Context: an optimization exercise on an open-source flow, tuned for small area, a short achievable clock period and few clock cycles. The choices shown serve that exercise and are no tape-out recipe.
No run shown here included a check of the RTL's function; only the layout flow was run.

==> flow/design.v, too long to show whole: its modules and the start of the top module <==
// module FA: 10 lines
// module INV: 3 lines
// module NAND2: 3 lines
// module NOR2: 3 lines
// module XOR2: 3 lines
// module XNOR2: 3 lines
// module A21OI: 3 lines
// module O21AI: 3 lines
// module OR2: 3 lines
// module Bitblade: 1797 lines
// module Cfu: 61 lines
module Cfu (
  input               cmd_valid,
  output              cmd_ready,
  input      [9:0]    cmd_payload_function_id,
  input      [31:0]   cmd_payload_inputs_0,
  input      [31:0]   cmd_payload_inputs_1,
  output              rsp_valid,
  input               rsp_ready,
  output     [31:0]   rsp_payload_outputs_0,
  input               reset,
  input               clk
);
  // ...
==> flow/flow/run.sh <==
#!/bin/bash
# Standard layout, with the port buffers made from sky130_fd_sc_hd__buf_2 cells instead of
# the delay cells the flow picks by default.  make's output goes to
# standard.log; each tool's own log is under orfs/logs/.
set -euo pipefail
export BUFFER_PORTS_ARGS="-buffer_cell sky130_fd_sc_hd__buf_2"
bash standard.sh > standard.log 2>&1
==> flow/standard.sh <==
#!/bin/bash
# synth_recipe.tcl (not shown) runs the flow's synth.tcl, then flattens the netlist and writes it again
# the make line also repeats each setting of config.mk as NAME=value (left out here)
make -C /OpenROAD-flow-scripts/flow DESIGN_CONFIG=/design/flow/config.mk WORK_HOME=/design/flow/orfs CLKGATE_MAP_FILE= SYNTH_SCRIPT=/design/flow/synth_recipe.tcl "${@:-finish}"
==> flow/config.mk <==
export PLATFORM = sky130hd
export DESIGN_NAME = Cfu
export DESIGN_NICKNAME = Cfu
export VERILOG_FILES = /design/flow/design.v
export SDC_FILE = /design/flow/constraint.sdc
export NUM_CORES = 4
export LEC_CHECK = 0
export CAP_MARGIN = 20
export CORE_MARGIN = 2
export CORE_UTILIZATION = 40
export CTS_BUF_LIST = sky130_fd_sc_hd__clkbuf_2 sky130_fd_sc_hd__clkbuf_4 sky130_fd_sc_hd__clkbuf_8
export CTS_CLUSTER_SIZE = 30
export SETUP_SLACK_MARGIN = 1.5
export SLEW_MARGIN = 20
export SYNTH_HIERARCHICAL = 1
export SYNTH_MINIMUM_KEEP_SIZE = 0
==> flow/constraint.sdc <==
create_clock -name core_clock -period 13.5 [get_ports {clk}]
set_input_delay 2.7000 -clock core_clock [delete_from_list [all_inputs] [get_ports {clk}]]
set_output_delay 2.7000 -clock core_clock [all_outputs]
set_load 0.01 [all_outputs]
==> results.py, run 1 <==
metrics = {
    "sta": {
        "finalSetupTns_ns": 0,
        "layout_setup_ws_ns": 1.87,
        "hold_ws_ns": 0.459,
        "rsz0062_at_grt": "false",
    },
    "clock_tree": {
        "cts_tree": "yes",
        "cts_buffers": 5,
        "clock_latency_ns": 0.31,
        "cts_max_level": 2,
        "clock-root-buffer": "clkbuf_8",
    },
    "critical_path": {
        "ff2ff_path_depth": 20,
        "cp_cell_sequence": "buf_2 > nand2_1 > fa_1 > fa_1 > fa_1 > fa_1 > fa_1 > fa_1 > or2_2 > fa_1 > fa_1 > nor2_2 > a21oi_2 > o21ai_1 > a21oi_2 > o21ai_1 > nand3_1 > nor3_4 > and4_1 > mux2i_1 > buf_2",
        "ff2ff_setup_slack_ns": 5.78,
    },
    "drt": {
        "dr_total_vias": 7047,
        "detail_route.wirelength.met1_mm": 10.4,
        "drt_iter0_drc": 524,
        "first_pass_iters": 5,
    },
    "synth": {
        "ys_ff_latch": 47,
        "synth_edf_count": 11,
        "synth_compound_area_share_pct": 5.21,
        "syn-num-nets": 1300,
        "muxShareOfSynthArea_pct": 1.02,
        "syn_inst": 963,
        "synth_most_common_cell": "fa_1",
        "avgSynthCellArea_um2": 10.2,
    },
    "floorplanning": {
        "row_count": 57,
        "die_x_um": 161,
        "die_h_um": 161,
        "initial_core_util_pct": 40.5,
    },
    "placement": {
        "io_buffer_count": 105,
        "dp_hpwl_mm": 22.4,
        "routabilityCongestion": 0.907,
    },
    "flow_run": {
        "maxCapViolCount": 0,
    },
    "cells_and_area": {
        "multi_input_area_share_pct": 78.5,
        "diodes": 0,
        "fin_cells": 1307,
        "n_all_inverters": 29,
    },
    "min_path": {
        "hold_path_end": "acc[31]$_DFF_P_",
    },
    "status": {
        "outcome": "timing/DRC/antenna clean",
    },
}
==> module Cfu, before the edit <==
module Cfu (
  input               cmd_valid,
  output              cmd_ready,
  input      [9:0]    cmd_payload_function_id,
  input      [31:0]   cmd_payload_inputs_0,
  input      [31:0]   cmd_payload_inputs_1,
  output              rsp_valid,
  input               rsp_ready,
  output     [31:0]   rsp_payload_outputs_0,
  input               reset,
  input               clk
);
wire [2:0] opcode = cmd_payload_function_id[2:0];
wire ld_upper = opcode[1] & ~opcode[0];
reg         mode;
reg  [31:0] acc;
reg  [10:0] ups;       
reg         ups_set;   
reg         pending;   
reg         nib;       
wire hold = cmd_valid && opcode == 3'd2 && !mode && !nib;
wire go   = cmd_valid && !hold;
wire op0  = go && opcode == 3'd0;
wire op1  = go && opcode == 3'd1;
wire op2  = go && opcode == 3'd2;
wire op3  = go && opcode == 3'd3;
wire use_sum = op3 && !reset;
wire clr     = op1 || reset;
wire [10:0] psum;
Bitblade bitblade (
  .sel8(~mode & ~nib),
  .op3(use_sum),
  .in_a(cmd_payload_inputs_0),
  .in_b(cmd_payload_inputs_1),
  .acc(acc),
  .ldu(ld_upper),
  .p_g(ups & {11{mode & ups_set & ~ld_upper}}),
  .keep(~use_sum & ~clr),
  .psum(psum),
  .rsp(rsp_payload_outputs_0)
);
assign cmd_ready = !hold;
assign rsp_valid = go | pending;
always @(posedge clk)
  acc <= rsp_payload_outputs_0;
always @(posedge clk)
  if (op2) ups <= psum;
always @(posedge clk) begin
  if (reset) begin
    mode    <= 1'b0;
    ups_set <= 1'b0;
    pending <= 1'b0;
    nib     <= 1'b0;
  end else begin
    if (op0) mode <= cmd_payload_function_id[3];
    if (op2) ups_set <= 1'b1;
    pending <= rsp_valid & ~rsp_ready;
    nib <= hold;
  end
end
endmodule
==> run 2: changes to the inputs <==
--- a/flow/design.v
+++ b/flow/design.v
@@ -27,16 +27,26 @@
 assign y = ~(a & b | c);
 endmodule
 module O21AI (input a, input b, input c, output y);
 assign y = ~((a | b) & c);
 endmodule
 module OR2 (input a, input b, output y);
 assign y = a | b;
 endmodule
+module HISEL #(parameter W = 13) (
+  input  [W-1:0] a,
+  input          op3,
+  input          keep,
+  output [W-1:0] h1,
+  output [W-1:0] h0
+);
+assign h1 = op3 ? a + 1'b1 : a & {W{keep}};
+assign h0 = a & {W{keep | op3}};
+endmodule
 module Bitblade (
   input         sel8,    
   input         op3,     
   input  [31:0] in_a,
   input  [31:0] in_b,
   input  [31:0] acc,     
   input         ldu,     
   input  [10:0] p_g,     
@@ -1652,185 +1662,167 @@
 XOR2 u931 (.a(~acc[18]), .b(c829), .y(k931));
 wire k932;
 A21OI u932 (.a(k883), .b(k879), .c(k882), .y(k932));
 wire k933;
 A21OI u933 (.a(k889), .b(k885), .c(k888), .y(k933));
 wire k934;
 NAND2 u934 (.a(k889), .b(k886), .y(k934));
 wire k935;
-INV u935 (.a(k932), .y(k935));
+NAND2 u935 (.a(k894), .b(k891), .y(k935));
 wire k936;
-A21OI u936 (.a(k886), .b(k935), .c(k885), .y(k936));
+NAND2 u936 (.a(k894), .b(k892), .y(k936));
 wire k937;
-O21AI u937 (.a(k934), .b(k932), .c(k933), .y(k937));
+INV u937 (.a(k932), .y(k937));
 wire k938;
-A21OI u938 (.a(k892), .b(k937), .c(k891), .y(k938));
+A21OI u938 (.a(k886), .b(k937), .c(k885), .y(k938));
 wire k939;
-INV u939 (.a(k895), .y(k939));
+O21AI u939 (.a(k934), .b(k932), .c(k933), .y(k939));
 wire k940;
-NAND2 u940 (.a(k896), .b(k894), .y(k940));
+A21OI u940 (.a(k892), .b(k939), .c(k891), .y(k940));
 wire k941;
-A21OI u941 (.a(k902), .b(k898), .c(k901), .y(k941));
+INV u941 (.a(k939), .y(k941));
 wire k942;
-NAND2 u942 (.a(k902), .b(k899), .y(k942));
+O21AI u942 (.a(k936), .b(k941), .c(k935), .y(k942));
 wire k943;
-A21OI u943 (.a(k908), .b(k904), .c(k907), .y(k943));
+A21OI u943 (.a(k896), .b(k942), .c(k895), .y(k943));
 wire k944;
-NAND2 u944 (.a(k908), .b(k905), .y(k944));
+A21OI u944 (.a(k902), .b(k898), .c(k901), .y(k944));
 wire k945;
-A21OI u945 (.a(k914), .b(k910), .c(k913), .y(k945));
+NAND2 u945 (.a(k902), .b(k899), .y(k945));
 wire k946;
-NAND2 u946 (.a(k914), .b(k911), .y(k946));
+A21OI u946 (.a(k908), .b(k904), .c(k907), .y(k946));
 wire k947;
-NAND2 u947 (.a(k919), .b(k916), .y(k947));
+NAND2 u947 (.a(k908), .b(k905), .y(k947));
 wire k948;
-NAND2 u948 (.a(k919), .b(k917), .y(k948));
+A21OI u948 (.a(k914), .b(k910), .c(k913), .y(k948));
 wire k949;
-A21OI u949 (.a(k924), .b(k920), .c(k923), .y(k949));
+NAND2 u949 (.a(k914), .b(k911), .y(k949));
 wire k950;
-NAND2 u950 (.a(k924), .b(k921), .y(k950));
+NAND2 u950 (.a(k919), .b(k916), .y(k950));
 wire k951;
-A21OI u951 (.a(k930), .b(k926), .c(k929), .y(k951));
+NAND2 u951 (.a(k919), .b(k917), .y(k951));
 wire k952;
-NAND2 u952 (.a(k930), .b(k927), .y(k952));
+A21OI u952 (.a(k924), .b(k920), .c(k923), .y(k952));
 wire k953;
-INV u953 (.a(k938), .y(k953));
+NAND2 u953 (.a(k924), .b(k921), .y(k953));
 wire k954;
-NAND2 u954 (.a(k894), .b(k953), .y(k954));
+A21OI u954 (.a(k930), .b(k926), .c(k929), .y(k954));
 wire k955;
-O21AI u955 (.a(k940), .b(k938), .c(k939), .y(k955));
+NAND2 u955 (.a(k930), .b(k927), .y(k955));
 wire k956;
-INV u956 (.a(k941), .y(k956));
+INV u956 (.a(k943), .y(k956));
 wire k957;
-INV u957 (.a(k942), .y(k957));
+A21OI u957 (.a(k899), .b(k956), .c(k898), .y(k957));
 wire k958;
-A21OI u958 (.a(k905), .b(k956), .c(k904), .y(k958));
+O21AI u958 (.a(k945), .b(k943), .c(k944), .y(k958));
 wire k959;
-NAND2 u959 (.a(k905), .b(k957), .y(k959));
+INV u959 (.a(k946), .y(k959));
 wire k960;
-O21AI u960 (.a(k944), .b(k941), .c(k943), .y(k960));
+INV u960 (.a(k947), .y(k960));
 wire k961;
-NOR2 u961 (.a(k944), .b(k942), .y(k961));
+A21OI u961 (.a(k911), .b(k959), .c(k910), .y(k961));
 wire k962;
-INV u962 (.a(k945), .y(k962));
+NAND2 u962 (.a(k911), .b(k960), .y(k962));
 wire k963;
-INV u963 (.a(k946), .y(k963));
+O21AI u963 (.a(k949), .b(k946), .c(k948), .y(k963));
 wire k964;
-A21OI u964 (.a(k917), .b(k962), .c(k916), .y(k964));
+NOR2 u964 (.a(k949), .b(k947), .y(k964));
 wire k965;
-NAND2 u965 (.a(k917), .b(k963), .y(k965));
+INV u965 (.a(k950), .y(k965));
 wire k966;
-O21AI u966 (.a(k948), .b(k945), .c(k947), .y(k966));
+INV u966 (.a(k951), .y(k966));
 wire k967;
-NOR2 u967 (.a(k948), .b(k946), .y(k967));
+A21OI u967 (.a(k921), .b(k965), .c(k920), .y(k967));
 wire k968;
-INV u968 (.a(k949), .y(k968));
+NAND2 u968 (.a(k921), .b(k966), .y(k968));
 wire k969;
-INV u969 (.a(k950), .y(k969));
+O21AI u969 (.a(k953), .b(k950), .c(k952), .y(k969));
 wire k970;
-A21OI u970 (.a(k927), .b(k968), .c(k926), .y(k970));
+NOR2 u970 (.a(k953), .b(k951), .y(k970));
 wire k971;
-NAND2 u971 (.a(k927), .b(k969), .y(k971));
+A21OI u971 (.a(k905), .b(k958), .c(k904), .y(k971));
 wire k972;
-O21AI u972 (.a(k952), .b(k949), .c(k951), .y(k972));
+INV u972 (.a(k958), .y(k972));
 wire k973;
-NOR2 u973 (.a(k952), .b(k950), .y(k973));
+O21AI u973 (.a(k947), .b(k972), .c(k946), .y(k973));
 wire k974;
-A21OI u974 (.a(k899), .b(k955), .c(k898), .y(k974));
+O21AI u974 (.a(k962), .b(k972), .c(k961), .y(k974));
 wire k975;
-INV u975 (.a(k955), .y(k975));
+A21OI u975 (.a(k964), .b(k958), .c(k963), .y(k975));
 wire k976;
-O21AI u976 (.a(k942), .b(k975), .c(k941), .y(k976));
+A21OI u976 (.a(k927), .b(k969), .c(k926), .y(k976));
 wire k977;
-O21AI u977 (.a(k959), .b(k975), .c(k958), .y(k977));
+NAND2 u977 (.a(k927), .b(k970), .y(k977));
 wire k978;
-A21OI u978 (.a(k961), .b(k955), .c(k960), .y(k978));
+INV u978 (.a(k969), .y(k978));
 wire k979;
-A21OI u979 (.a(k921), .b(k966), .c(k920), .y(k979));
+INV u979 (.a(k970), .y(k979));
 wire k980;
-NAND2 u980 (.a(k921), .b(k967), .y(k980));
+O21AI u980 (.a(k955), .b(k978), .c(k954), .y(k980));
 wire k981;
-INV u981 (.a(k966), .y(k981));
+NOR2 u981 (.a(k955), .b(k979), .y(k981));
 wire k982;
-INV u982 (.a(k967), .y(k982));
+INV u982 (.a(k975), .y(k982));
 wire k983;
-O21AI u983 (.a(k950), .b(k981), .c(k949), .y(k983));
+A21OI u983 (.a(k917), .b(k982), .c(k916), .y(k983));
 wire k984;
-NOR2 u984 (.a(k950), .b(k982), .y(k984));
+O21AI u984 (.a(k951), .b(k975), .c(k950), .y(k984));
 wire k985;
-O21AI u985 (.a(k971), .b(k981), .c(k970), .y(k985));
+O21AI u985 (.a(k968), .b(k975), .c(k967), .y(k985));
 wire k986;
-NOR2 u986 (.a(k971), .b(k982), .y(k986));
+A21OI u986 (.a(k970), .b(k982), .c(k969), .y(k986));
 wire k987;
-A21OI u987 (.a(k973), .b(k966), .c(k972), .y(k987));
+O21AI u987 (.a(k977), .b(k975), .c(k976), .y(k987));
 wire k988;
-NAND2 u988 (.a(k973), .b(k967), .y(k988));
-wire k989;
-INV u989 (.a(k978), .y(k989));
+A21OI u988 (.a(k981), .b(k982), .c(k980), .y(k988));
+wire S989;
+assign S989 = k881;
 wire k990;
-A21OI u990 (.a(k911), .b(k989), .c(k910), .y(k990));
+XOR2 u990 (.a(k884), .b(k879), .y(k990));
 wire k991;
-O21AI u991 (.a(k946), .b(k978), .c(k945), .y(k991));
+XNOR2 u991 (.a(k887), .b(k932), .y(k991));
 wire k992;
-O21AI u992 (.a(k965), .b(k978), .c(k964), .y(k992));
+XNOR2 u992 (.a(k890), .b(k938), .y(k992));
 wire k993;
-A21OI u993 (.a(k967), .b(k989), .c(k966), .y(k993));
+XOR2 u993 (.a(k893), .b(k939), .y(k993));
 wire k994;
-O21AI u994 (.a(k980), .b(k978), .c(k979), .y(k994));
+XNOR2 u994 (.a(k894), .b(k940), .y(k994));
 wire k995;
-A21OI u995 (.a(k984), .b(k989), .c(k983), .y(k995));
+XOR2 u995 (.a(k897), .b(k942), .y(k995));
 wire k996;
-A21OI u996 (.a(k986), .b(k989), .c(k985), .y(k996));
+XNOR2 u996 (.a(k900), .b(k943), .y(k996));
 wire k997;
-O21AI u997 (.a(k988), .b(k978), .c(k987), .y(k997));
-wire S998;
-assign S998 = k881;
+XNOR2 u997 (.a(k903), .b(k957), .y(k997));
+wire k998;
+XOR2 u998 (.a(k906), .b(k958), .y(k998));
 wire k999;
-XOR2 u999 (.a(k884), .b(k879), .y(k999));
+XNOR2 u999 (.a(k909), .b(k971), .y(k999));
 wire k1000;
-XNOR2 u1000 (.a(k887), .b(k932), .y(k1000));
+XOR2 u1000 (.a(k912), .b(k973), .y(k1000));
 wire k1001;
-XNOR2 u1001 (.a(k890), .b(k936), .y(k1001));
+XOR2 u1001 (.a(k915), .b(k974), .y(k1001));
 wire k1002;
-XOR2 u1002 (.a(k893), .b(k937), .y(k1002));
+XNOR2 u1002 (.a(k918), .b(k975), .y(k1002));
 wire k1003;
-XNOR2 u1003 (.a(k894), .b(k938), .y(k1003));
+XNOR2 u1003 (.a(k919), .b(k983), .y(k1003));
 wire k1004;
-XNOR2 u1004 (.a(k897), .b(k954), .y(k1004));
+XOR2 u1004 (.a(k922), .b(k984), .y(k1004));
 wire k1005;
-XOR2 u1005 (.a(k900), .b(k955), .y(k1005));
+XOR2 u1005 (.a(k925), .b(k985), .y(k1005));
 wire k1006;
-XNOR2 u1006 (.a(k903), .b(k974), .y(k1006));
+XNOR2 u1006 (.a(k928), .b(k986), .y(k1006));
 wire k1007;
-XOR2 u1007 (.a(k906), .b(k976), .y(k1007));
-wire k1008;
-XOR2 u1008 (.a(k909), .b(k977), .y(k1008));
-wire k1009;
-XNOR2 u1009 (.a(k912), .b(k978), .y(k1009));
-wire k1010;
-XNOR2 u1010 (.a(k915), .b(k990), .y(k1010));
-wire k1011;
-XOR2 u1011 (.a(k918), .b(k991), .y(k1011));
-wire k1012;
-XOR2 u1012 (.a(k919), .b(k992), .y(k1012));
-wire k1013;
-XNOR2 u1013 (.a(k922), .b(k993), .y(k1013));
-wire k1014;
-XOR2 u1014 (.a(k925), .b(k994), .y(k1014));
-wire k1015;
-XNOR2 u1015 (.a(k928), .b(k995), .y(k1015));
-wire k1016;
-XNOR2 u1016 (.a(k931), .b(k996), .y(k1016));
-wire ck1017;
-assign ck1017 = k997;
-wire [18:0] lo = {k1016, k1015, k1014, k1013, k1012, k1011, k1010, k1009, k1008, k1007, k1006, k1005, k1004, k1003, k1002, k1001, k1000, k999, S998};
+XOR2 u1007 (.a(k931), .b(k987), .y(k1007));
+wire ck1008;
+assign ck1008 = ~k988;
+wire [18:0] lo = {k1007, k1006, k1005, k1004, k1003, k1002, k1001, k1000, k999, k998, k997, k996, k995, k994, k993, k992, k991, k990, S989};
 wire [12:0] inc = acc[31:19] + 1'b1;
-wire [31:0] sum = {ck1017 ? inc : acc[31:19], lo};
-wire [31:0] rspv = {(op3 & ck1017) ? inc : acc[31:19] & {13{keep | op3}}, lo & {19{op3}} | acc[18:0] & {19{keep}}};
+wire [31:0] sum = {ck1008 ? inc : acc[31:19], lo};
+wire [31:0] rspv = {(op3 & ck1008) ? inc : acc[31:19] & {13{keep | op3}}, lo & {19{op3}} | acc[18:0] & {19{keep}}};
 assign psum = sum[10:0];
 assign rsp = rspv;
 endmodule
 module Cfu (
   input               cmd_valid,
   output              cmd_ready,
   input      [9:0]    cmd_payload_function_id,
   input      [31:0]   cmd_payload_inputs_0,
@@ -1841,17 +1833,16 @@
   input               reset,
   input               clk
 );
 wire [2:0] opcode = cmd_payload_function_id[2:0];
 wire ld_upper = opcode[1] & ~opcode[0];
 reg         mode;
 reg  [31:0] acc;
 reg  [10:0] ups;       
-reg         ups_set;   
 reg         pending;   
 reg         nib;       
 wire hold = cmd_valid && opcode == 3'd2 && !mode && !nib;
 wire go   = cmd_valid && !hold;
 wire op0  = go && opcode == 3'd0;
 wire op1  = go && opcode == 3'd1;
 wire op2  = go && opcode == 3'd2;
 wire op3  = go && opcode == 3'd3;
@@ -1860,33 +1851,31 @@
 wire [10:0] psum;
 Bitblade bitblade (
   .sel8(~mode & ~nib),
   .op3(use_sum),
   .in_a(cmd_payload_inputs_0),
   .in_b(cmd_payload_inputs_1),
   .acc(acc),
   .ldu(ld_upper),
-  .p_g(ups & {11{mode & ups_set & ~ld_upper}}),
+  .p_g(ups & {11{mode & ~ld_upper}}),
   .keep(~use_sum & ~clr),
   .psum(psum),
   .rsp(rsp_payload_outputs_0)
 );
 assign cmd_ready = !hold;
 assign rsp_valid = go | pending;
 always @(posedge clk)
   acc <= rsp_payload_outputs_0;
-always @(posedge clk)
-  if (op2) ups <= psum;
 always @(posedge clk) begin
   if (reset) begin
     mode    <= 1'b0;
-    ups_set <= 1'b0;
+    ups     <= 11'd0;
     pending <= 1'b0;
     nib     <= 1'b0;
   end else begin
     if (op0) mode <= cmd_payload_function_id[3];
-    if (op2) ups_set <= 1'b1;
+    if (op2) ups <= psum;
     pending <= rsp_valid & ~rsp_ready;
     nib <= hold;
   end
 end
 endmodule
==> flow/config.mk (replaced) <==
export PLATFORM = sky130hd
export DESIGN_NAME = Cfu
export DESIGN_NICKNAME = Cfu
export VERILOG_FILES = /design/flow/design.v
export SDC_FILE = /design/flow/constraint.sdc
export NUM_CORES = 4
export LEC_CHECK = 0
export CAP_MARGIN = 20
export CORE_MARGIN = 2
export CORE_UTILIZATION = 40
export SETUP_SLACK_MARGIN = 1.5
export SLEW_MARGIN = 20
export SYNTH_HIERARCHICAL = 1
export SYNTH_MINIMUM_KEEP_SIZE = 0
==> results.py, run 2 <==
metrics = {
    "cells_and_area": {
        "syn2layout_area_growth_pct": 7.12,
        "diodes": 0,
        "largest_reg_flops": 32,
        "drive_gt1_share_pct": 15.9,
        "layout_commonest_cell": "fa_1",
        "finalNetCount": 1334,
        "fin_area_um2": 10500,
        "final_cell_mix": "258 x fa_1, 171 x nand2_1, 128 x nand3_1",
        "fin_cells": 1321,
        "top_register": "acc",
        "top_regs": "acc x32, ups x11",
    },
    "sta": {
        "finalSetupTns_ns": 0,
        "rsz0062_at_grt": "false",
        "fin_crit_sh_pct": 86.3,
        "relSlewSlack_pct": 34.0,
        "period_needed_ns": 11.64,
        "setup_violations": 0,
        "worst_pin_slew_ns": 0.990,
        "finClkSkew_ns": 0.00691,
        "hold_viol_final": 0,
        "slew_violations": 0,
        "max_freq_mhz": 85.9,
    },
    "clock_tree": {
        "clk_pin_slew_ns": 0.06,
        "clock-root-buffer": "clkbuf_16",
        "post_cts_buffers": 0,
        "ctsHoldBuffers": 0,
        "cts_buffer_depth": 2,
        "cts_tree": "yes",
        "clock_latency_ns": 0.29,
        "cts_max_level": 2,
        "cts_buffers": 5,
        "cts_sinks": 46,
    },
    "critical_path": {
        "cpMostUsedCell": "fa_1",
        "slowest_stage": "fa_1",
        "critPathCaptureType": "primary output",
        "worst_ep_arrival_time_ns": 8.94,
        "start_kind": "input pin",
        "critPathMaxStageDelay_ns": 0.58,
        "cp_cell_sequence": "buf_2 > nand3_1 > fa_1 > fa_1 > fa_1 > fa_1 > fa_1 > fa_1 > fa_1 > fa_1 > nand2_1 > a21oi_2 > o21ai_4 > a21oi_2 > inv_1 > a21oi_2 > nand2b_4 > nor3_4 > and4_1 > mux2i_1 > buf_2",
        "crit_family": "adder cells",
        "path_buf_inv": 3,
        "critPathMaxFanout": 8,
        "crit_required_ns": 10.80,
        "crit_type": "input pin to primary output",
    },
    "drt": {
        "postRouteAntennaNets": 0,
        "first_pass_iters": 5,
        "drc": 0,
        "wl_mm": 25.9,
        "dr_total_vias": 7099,
        "drt_iter0_drc": 616,
        "wire_per_inst_um": 19.6,
        "vias_per_cell": 5.37,
    },
    "floorplanning": {
        "initial_core_util_pct": 40.5,
        "core_area_um2": 24200,
        "die_x_um": 160,
        "io_pins": 112,
        "die_h_um": 160,
        "die_area_um2": 25700,
        "row_count": 57,
    },
    "synth": {
        "netlist_area_um2": 9780,
        "syn_inst": 986,
        "synth.top_cell.area_share_pct": 52.8,
        "ys_ff_latch": 46,
        "synth_most_common_cell": "fa_1",
        "ys.flop_type": "dfxtp_1",
        "synth_warnings": 7,
        "syn-num-nets": 1323,
        "avgSynthCellArea_um2": 9.92,
        "ys_top_cells_by_area": "fa_1 53%, dfxtp_1 9.4%, nand2_1 6.6%",
        "synth_edf_count": 0,
        "yosysTopAreaCell": "fa_1",
        "synth_seq_area_share_pct": 9.41,
        "synth_common_cells": "258 x fa_1, 171 x nand2_1, 128 x nand3_1",
        "synthArstFlopShare_pct": 0,
        "ys_types": 45,
    },
    "flow_run": {
        "maxCapViolCount": 0,
    },
    "grt": {
        "grt_max_degree": 161,
        "grt.total_usage_pct": 21.4,
        "antenna_found_initial": 0,
        "grt_remaining_overflow": 0,
        "grt_pass1_wl_mm": 42.5,
        "first_global_vias": 7733,
    },
    "placement": {
        "place_area_um2": 10300,
        "dp_hpwl_mm": 22.2,
        "dp_cells": 1314,
        "io_buffer_count": 105,
        "routabilityCongestion": 0.881,
    },
    "status": {
        "outcome": "timing/DRC/antenna clean",
    },
    "min_path": {
        "hold_class": "flop to flop",
    },
}
[run 2: per-layer routing]
metal  global-route usage, %  part of all wire [%]
met1                    29.3                    41
met2                    36.0                    49
met3                    4.42                   8.7
met4                    3.69                   1.6
met5                       0                     0
[run 2: timing repair]
item	in CTS	in global routing
hold endpoints to repair	0	0
gates resized for setup	0	3
endpoints found under the setup margin	0	8
[run 2: modules after synthesis, one instance, submodules excluded]
module    cells  cell area (µm²)  flip-flops and latches
NAND2         1             3.75                       0
INV           1             3.75                       0
Bitblade    474             2350                       0
FA            1             20.0                       0
O21AI         1             5.00                       0
A21OI         1             8.76                       0
NOR2          1             3.75                       0
Cfu         111             1390                      46
XOR2          1             8.76                       0
XNOR2         1             8.76                       0
OR2           1             6.26                       0
[run 2: area by class of cell]
type / count / area, µm²
Multi-Input combinational cell: 810 / 8330
Tap cell: 324 / 405
Clock inverter: 1 / 30.0
Clock buffer: 6 / 139
Inverter: 27 / 101
Timing Repair Buffer: 107 / 553
Sequential cell: 46 / 921
Fill cell: 2341 / 13700
[run 2: metrics by stage]
stage                     hold WS (ns)  setup WS, ns  utilization (%)
after floorplan                  0.444          2.25                -
after global placement           0.440          1.64             42.6
after detailed placement         0.448          1.57             42.6
after CTS                        0.458          1.56             43.3
after global routing             0.486          1.51             43.3
final                            0.450          1.86             43.3
[run 2: path summary, 6_finish.rpt]
kind | startpoint | to | slack, ns | depth (start not counted)
setup / recovery | cmd_payload_inputs_1[29] | rsp_payload_outputs_0[27] | 1.86 | 21
hold / removal | acc[31]$_DFF_P_ | acc[31]$_DFF_P_ | 0.45 | 1
setup reg to reg | mode$_SDFFE_PP0P_ | acc[27]$_DFF_P_ | 6.28 | 22
hold reg to reg | acc[31]$_DFF_P_ | acc[31]$_DFF_P_ | 0.45 | 1
[run 2: logic make-up after synthesis]
family | synth area share (%)
AO/OA/AOI/OAI | 5.09
adder cells (fa/ha/maj) | 52.9
AND/OR/NAND/NOR | 21.1
buffers and inverters | 5.70
XOR/XNOR | 3.85
flip-flops | 9.41
multiplexers | 1.94

==> what the ideal ports hide <==
How much do the figures lean on ideal ports? The routed layouts below were timed once more, with nothing changed but the port constraints.
Step 1 (the two cells are an assumption about what drives the block):
set clk [get_ports {clk}]
set_driving_cell -lib_cell sky130_fd_sc_hd__clkbuf_16 $clk
set_driving_cell -lib_cell sky130_fd_sc_hd__buf_2 [delete_from_list [all_inputs] $clk]
Step 2 adds t to the input delays and takes it off the output delays; t is the mean of the earliest and latest rising clock arrival at the registers after step 1. Input paths then give back, and output paths get back, about the clock's delay inside the block.
a / b / c = ideal ports / drivers / drivers and shift; a / b = the first two.
| run | t, ns | setup slack, ns | hold slack, ns | worst setup path after step 2 | pins driven straight from the clock port |
|---|---|---|---|---|---|
| run 1 | 0.335 | 1.870 / 1.847 / 1.847 | 0.459 / 0.459 / 0.459 | input to output | 1 |
| run 2 | 0.319 | 1.856 / 1.835 / 1.835 | 0.450 / 0.450 / 0.450 | input to output | 1 |
After both steps setup and hold are still met in every run listed. The setup slack of run 1, which loses most, moves by -0.023 ns with the drivers and by -0.023 ns with both steps.
